This design comes from an exercise in tuning for small area, a short achievable clock period and few clock cycles on the open sky130 flow, not from production work. Where RTL was checked, it was by simulation tests only, not by an equivalence proof against the original. No activity file was given, so power comes from the tool's default toggle rates.

== before ==
==> module Processor, before the edit <==
module Processor (
    input CLK,
    input reset,
    output [31:0] imem_addr,
    input  [31:0] imem_rdata,
    output [31:0] dmem_addr,
    output [31:0] dmem_wdata,
    output        dmem_we,
    output        dmem_re,
    input  [31:0] dmem_rdata
);
    reg        we_e, st_e, ld_e, jalr_e, br_e;
    reg        pt_e;
    reg [3:0]  rd_e;
    reg [2:0]  f3_e;
    reg        sub_e, sra_e, selalt_e;
    reg [31:0] a_e;
    reg [31:0] b_e;        
    reg [31:0] alt_e;      
    wire [32:0] sum;
    skl_add #(32) u_sum (.a(a_e), .b(b_e), .cin(sub_e), .s(sum[31:0]), .cout(sum[32]));
    wire eq  = &(a_e ^ b_e);
    wire ltu = ~sum[32];
    wire lt  = (a_e[31] == b_e[31]) ? a_e[31] : sum[31];
    wire left = ~f3_e[2];
    reg [31:0] a_rev;
    integer i;
    always @(*) for (i = 0; i < 32; i = i + 1) a_rev[i] = a_e[31 - i];
    wire [31:0] sh_in = left ? a_rev : a_e;
    wire fill = sra_e & a_e[31] & ~left;
    reg [31:0] sh_w;
    always @(*) begin
        sh_w = sh_in;
        if (b_e[0]) sh_w = {{1{fill}}, sh_w[31:1]};
        if (b_e[1]) sh_w = {{2{fill}}, sh_w[31:2]};
        if (b_e[2]) sh_w = {{4{fill}}, sh_w[31:4]};
        if (b_e[3]) sh_w = {{8{fill}}, sh_w[31:8]};
        if (b_e[4]) sh_w = {{16{fill}}, sh_w[31:16]};
    end
    reg [31:0] sh_rev;
    always @(*) for (i = 0; i < 32; i = i + 1) sh_rev[i] = sh_w[31 - i];
    wire [31:0] shres = left ? sh_rev : sh_w;
    reg [31:0] alu;
    always @(*) begin
        case (f3_e)
            3'b000: alu = sum[31:0];
            3'b001: alu = shres;
            3'b010: alu = {31'd0, lt};
            3'b011: alu = {31'd0, ltu};
            3'b100: alu = a_e ^ b_e;
            3'b101: alu = shres;
            3'b110: alu = a_e | b_e;
            default: alu = a_e & b_e;
        endcase
    end
    wire [31:0] res_e = ld_e ? dmem_rdata : selalt_e ? alt_e : alu;
    reg cond;
    always @(*) begin
        case (f3_e)
            3'b000: cond = eq;
            3'b001: cond = ~eq;
            3'b100: cond = lt;
            3'b101: cond = ~lt;
            3'b110: cond = ltu;
            3'b111: cond = ~ltu;
            default: cond = 1'b0;
        endcase
    end
    wire mispred = br_e & (cond ^ pt_e);
    wire redirect = mispred | jalr_e;
    wire [31:0] rtgt = jalr_e ? sum[31:0] : alt_e;
    assign dmem_addr = sum[31:0];
    assign dmem_wdata = alt_e;
    assign dmem_we = st_e;
    assign dmem_re = ld_e;
    reg [31:0] rf [1:15];
    always @(posedge CLK) begin
        if (we_e) rf[rd_e] <= res_e;
    end
    reg [31:0] pc;
    wire [31:0] ins = imem_rdata;
    wire [6:0] op = ins[6:0];
    wire [2:0] f3 = ins[14:12];
    wire is_r    = (op == 7'b0110011);
    wire is_i    = (op == 7'b0010011);
    wire is_ld   = (op == 7'b0000011);
    wire is_st   = (op == 7'b0100011);
    wire is_br   = (op == 7'b1100011);
    wire is_jal  = (op == 7'b1101111);
    wire is_jalr = (op == 7'b1100111);
    wire is_lui  = (op == 7'b0110111);
    wire is_aui  = (op == 7'b0010111);
    wire [3:0] ra1 = ins[18:15];
    wire [3:0] ra2 = ins[23:20];
    wire [3:0] rd  = ins[10:7];
    reg [31:0] rf1, rf2;
    integer k;
    always @(*) begin
        rf1 = 32'd0;
        rf2 = 32'd0;
        for (k = 1; k < 16; k = k + 1) begin
            rf1 = rf1 | ({32{ra1 == k}} & rf[k]);
            rf2 = rf2 | ({32{ra2 == k}} & rf[k]);
        end
    end
    wire [31:0] rs1 = (we_e && rd_e == ra1) ? res_e : rf1;
    wire [31:0] rs2 = (we_e && rd_e == ra2) ? res_e : rf2;
    wire [31:0] imm_b = {{20{ins[31]}}, ins[7], ins[30:25], ins[11:8], 1'b0};
    wire [31:0] imm_j = {{12{ins[31]}}, ins[19:12], ins[20], ins[30:21], 1'b0};
    wire [31:0] imm_u = {ins[31:12], 12'b0};
    wire [31:0] pc4;
    wire pc4_co;
    skl_add #(30) u_pc4 (.a(pc[31:2]), .b(30'd1), .cin(1'b0), .s(pc4[31:2]), .cout(pc4_co));
    assign pc4[1:0] = pc[1:0];
    wire [31:0] imm_t = ins[3] ? imm_j : ~ins[6] ? imm_u : imm_b;
    wire [31:0] tgt;
    wire tgt_co;
    skl_add #(32) u_tgt (.a(pc), .b(imm_t), .cin(1'b0), .s(tgt), .cout(tgt_co));
    wire pt = is_jal | (is_br & ins[31]);
    wire sub_f = (is_r & ins[30] & (f3 == 3'b000)) | ((is_r | is_i) & (f3[2:1] == 2'b01)) | is_br;
    wire [31:0] srcb_f = (is_r | is_br) ? rs2 : {{20{ins[31]}}, ins[31:25], is_st ? ins[11:7] : ins[24:20]};
    assign imem_addr = pc;
    always @(posedge CLK or posedge reset) begin
        if (reset) pc <= 32'd0;
        else if (redirect) pc <= rtgt;
        else if (pt) pc <= tgt;
        else pc <= pc4;
    end
    wire kill = redirect;    
    always @(posedge CLK or posedge reset) begin
        if (reset) begin
            we_e <= 1'b0; st_e <= 1'b0; ld_e <= 1'b0; jalr_e <= 1'b0; br_e <= 1'b0;
        end else begin
            we_e   <= ~kill & (is_r | is_i | is_ld | is_jal | is_jalr | is_lui | is_aui) & (rd != 4'd0);
            st_e   <= ~kill & is_st;
            ld_e   <= ~kill & is_ld;
            jalr_e <= ~kill & is_jalr;
            br_e   <= ~kill & is_br;
        end
    end
    always @(posedge CLK) begin
        pt_e     <= pt;
        rd_e     <= rd;
        f3_e     <= (is_r | is_i | is_br) ? f3 : 3'b000;
        sub_e    <= sub_f;
        sra_e    <= ins[30];
        selalt_e <= is_jal | is_jalr | is_lui | is_aui;
        a_e      <= rs1;
        b_e      <= srcb_f ^ {32{sub_f}};
        alt_e    <= is_st ? rs2 : is_lui ? imm_u : (is_aui | (is_br & ~pt)) ? tgt : pc4;
    end
endmodule
clock: 12.0 ns
lec_check: 0
cap_margin: 20
core_margin: 2
core_utilization: 40
slew_margin: 20
standard.sh (not shown) runs the stock make flow with config.mk's settings and CLKGATE_MAP_FILE= SYNTH_SCRIPT=/design/flow/synth_recipe.tcl, a recipe that flattens the netlist after the stock synthesis.
==> flow/flow/run.sh <==
#!/bin/bash
export SETUP_SLACK_MARGIN=6.5
export BUFFER_PORTS_ARGS="-buffer_cell sky130_fd_sc_hd__buf_2"
bash standard.sh > standard.log 2>&1
Testbench counts of before, summed over its fixed seeds: cycles 108,335.
For after, these inputs were changed with respect to before:
-- flow/design.v --
<<< before, line 130
        end
    end
    wire [31:0] rs1 = (we_e && rd_e == ra1) ? res_e : rf1;
    wire [31:0] rs2 = (we_e && rd_e == ra2) ? res_e : rf2;
    wire [31:0] imm_b = {{20{ins[31]}}, ins[7], ins[30:25], ins[11:8], 1'b0};
>>> after, line 130
        end
    end
    wire hit1 = we_e && rd_e == ra1;
    wire [31:0] rs1 = hit1 ? res_e : rf1;
    wire [31:0] rs2 = (we_e && rd_e == ra2) ? res_e : rf2;
    wire [31:0] imm_b = {{20{ins[31]}}, ins[7], ins[30:25], ins[11:8], 1'b0};
<<< before, line 139
    skl_add #(30) u_pc4 (.a(pc[31:2]), .b(30'd1), .cin(1'b0), .s(pc4[31:2]), .cout(pc4_co));
    assign pc4[1:0] = pc[1:0];
    wire [31:0] imm_t = ins[3] ? imm_j : ~ins[6] ? imm_u : imm_b;
    wire [31:0] tgt;
    wire tgt_co;
    skl_add #(32) u_tgt (.a(pc), .b(imm_t), .cin(1'b0), .s(tgt), .cout(tgt_co));
    wire pt = is_jal | (is_br & ins[31]);
    wire sub_f = (is_r & ins[30] & (f3 == 3'b000)) | ((is_r | is_i) & (f3[2:1] == 2'b01)) | is_br;
    wire [31:0] srcb_f = (is_r | is_br) ? rs2 : {{20{ins[31]}}, ins[31:25], is_st ? ins[11:7] : ins[24:20]};
>>> after, line 140
    skl_add #(30) u_pc4 (.a(pc[31:2]), .b(30'd1), .cin(1'b0), .s(pc4[31:2]), .cout(pc4_co));
    assign pc4[1:0] = pc[1:0];
    wire jalr_f = is_jalr & (~hit1 | selalt_e);
    wire [31:0] rs1_j = hit1 ? alt_e : rf1;
    wire jfmt = ins[6] & ~ins[3] & ins[2];      
    wire [31:0] imm_i = {{20{ins[31]}}, ins[31:20]};
    wire [31:0] imm_t = ins[3] ? imm_j : ~ins[6] ? imm_u : ins[2] ? imm_i : imm_b;
    wire [31:0] tgt;
    wire tgt_co;
    skl_add #(32) u_tgt (.a(jfmt ? rs1_j : pc), .b(imm_t), .cin(1'b0), .s(tgt), .cout(tgt_co));
    wire pt = is_jal | (is_br & ins[31]) | jalr_f;
    wire sub_f = (is_r & ins[30] & (f3 == 3'b000)) | ((is_r | is_i) & (f3[2:1] == 2'b01)) | is_br;
    wire [31:0] srcb_f = (is_r | is_br) ? rs2 : {{20{ins[31]}}, ins[31:25], is_st ? ins[11:7] : ins[24:20]};
<<< before, line 161
            st_e   <= ~kill & is_st;
            ld_e   <= ~kill & is_ld;
            jalr_e <= ~kill & is_jalr;
            br_e   <= ~kill & is_br;
        end
>>> after, line 166
            st_e   <= ~kill & is_st;
            ld_e   <= ~kill & is_ld;
            jalr_e <= ~kill & is_jalr & ~jalr_f;
            br_e   <= ~kill & is_br;
        end
--- outcome ---
Against before, after reports a logic depth of the worst setup path including buffers that is higher. Compared with before, after shows clock network power share lower by 0.9 points. after ends up with lower via count than before does. Global-route wire length before repair, before and after: smaller value in after. From before to after the numbers moved as follows: post-layout worst setup margin decreased 0.40 ns; area of the die decreased about 2.8%; final period demand of the worst path increased 0.40 ns; maximum number of buffers from clock root to sink essentially unchanged. ~same starting utilization of the core area in before and after.
Function not checked in after: the RTL went through the layout flow alone.

==> what the ideal ports hide <==
In the flow no input, the clock included, has a driving cell. The finished layouts below were timed again as built, in two steps. Step 1 (the two cells are an assumption about what drives the block):
set clk [get_ports {CLK}]
set_driving_cell -lib_cell sky130_fd_sc_hd__clkbuf_16 $clk
set_driving_cell -lib_cell sky130_fd_sc_hd__buf_2 [delete_from_list [all_inputs] $clk]
Step 2 adds t to the input delays and takes it off the output delays; t is the mean of the earliest and latest rising clock arrival at the registers after step 1. Input paths then give back, and output paths get back, about the clock's delay inside the block. Three values: ideal, step 1, step 2; two values: the first two.
| run | t (ns) | slack for setup (ns) | worst setup path after step 2 | latest minus earliest clock arrival (ns) | slew at the worst register clock pin (ns) |
|---|---|---|---|---|---|
| before | 0.695 | 6.298 / 6.232 / 5.987 | input to register | 0.047 / 0.047 | 0.07 / 0.07 |
| after | 0.693 | 5.902 / 5.909 / 5.217 | input to register | 0.031 / 0.031 | 0.07 / 0.07 |
After both steps every run listed still meets setup and hold. The setup slack of after, which loses most, moves by +0.007 ns with the drivers and by -0.685 ns with both steps.
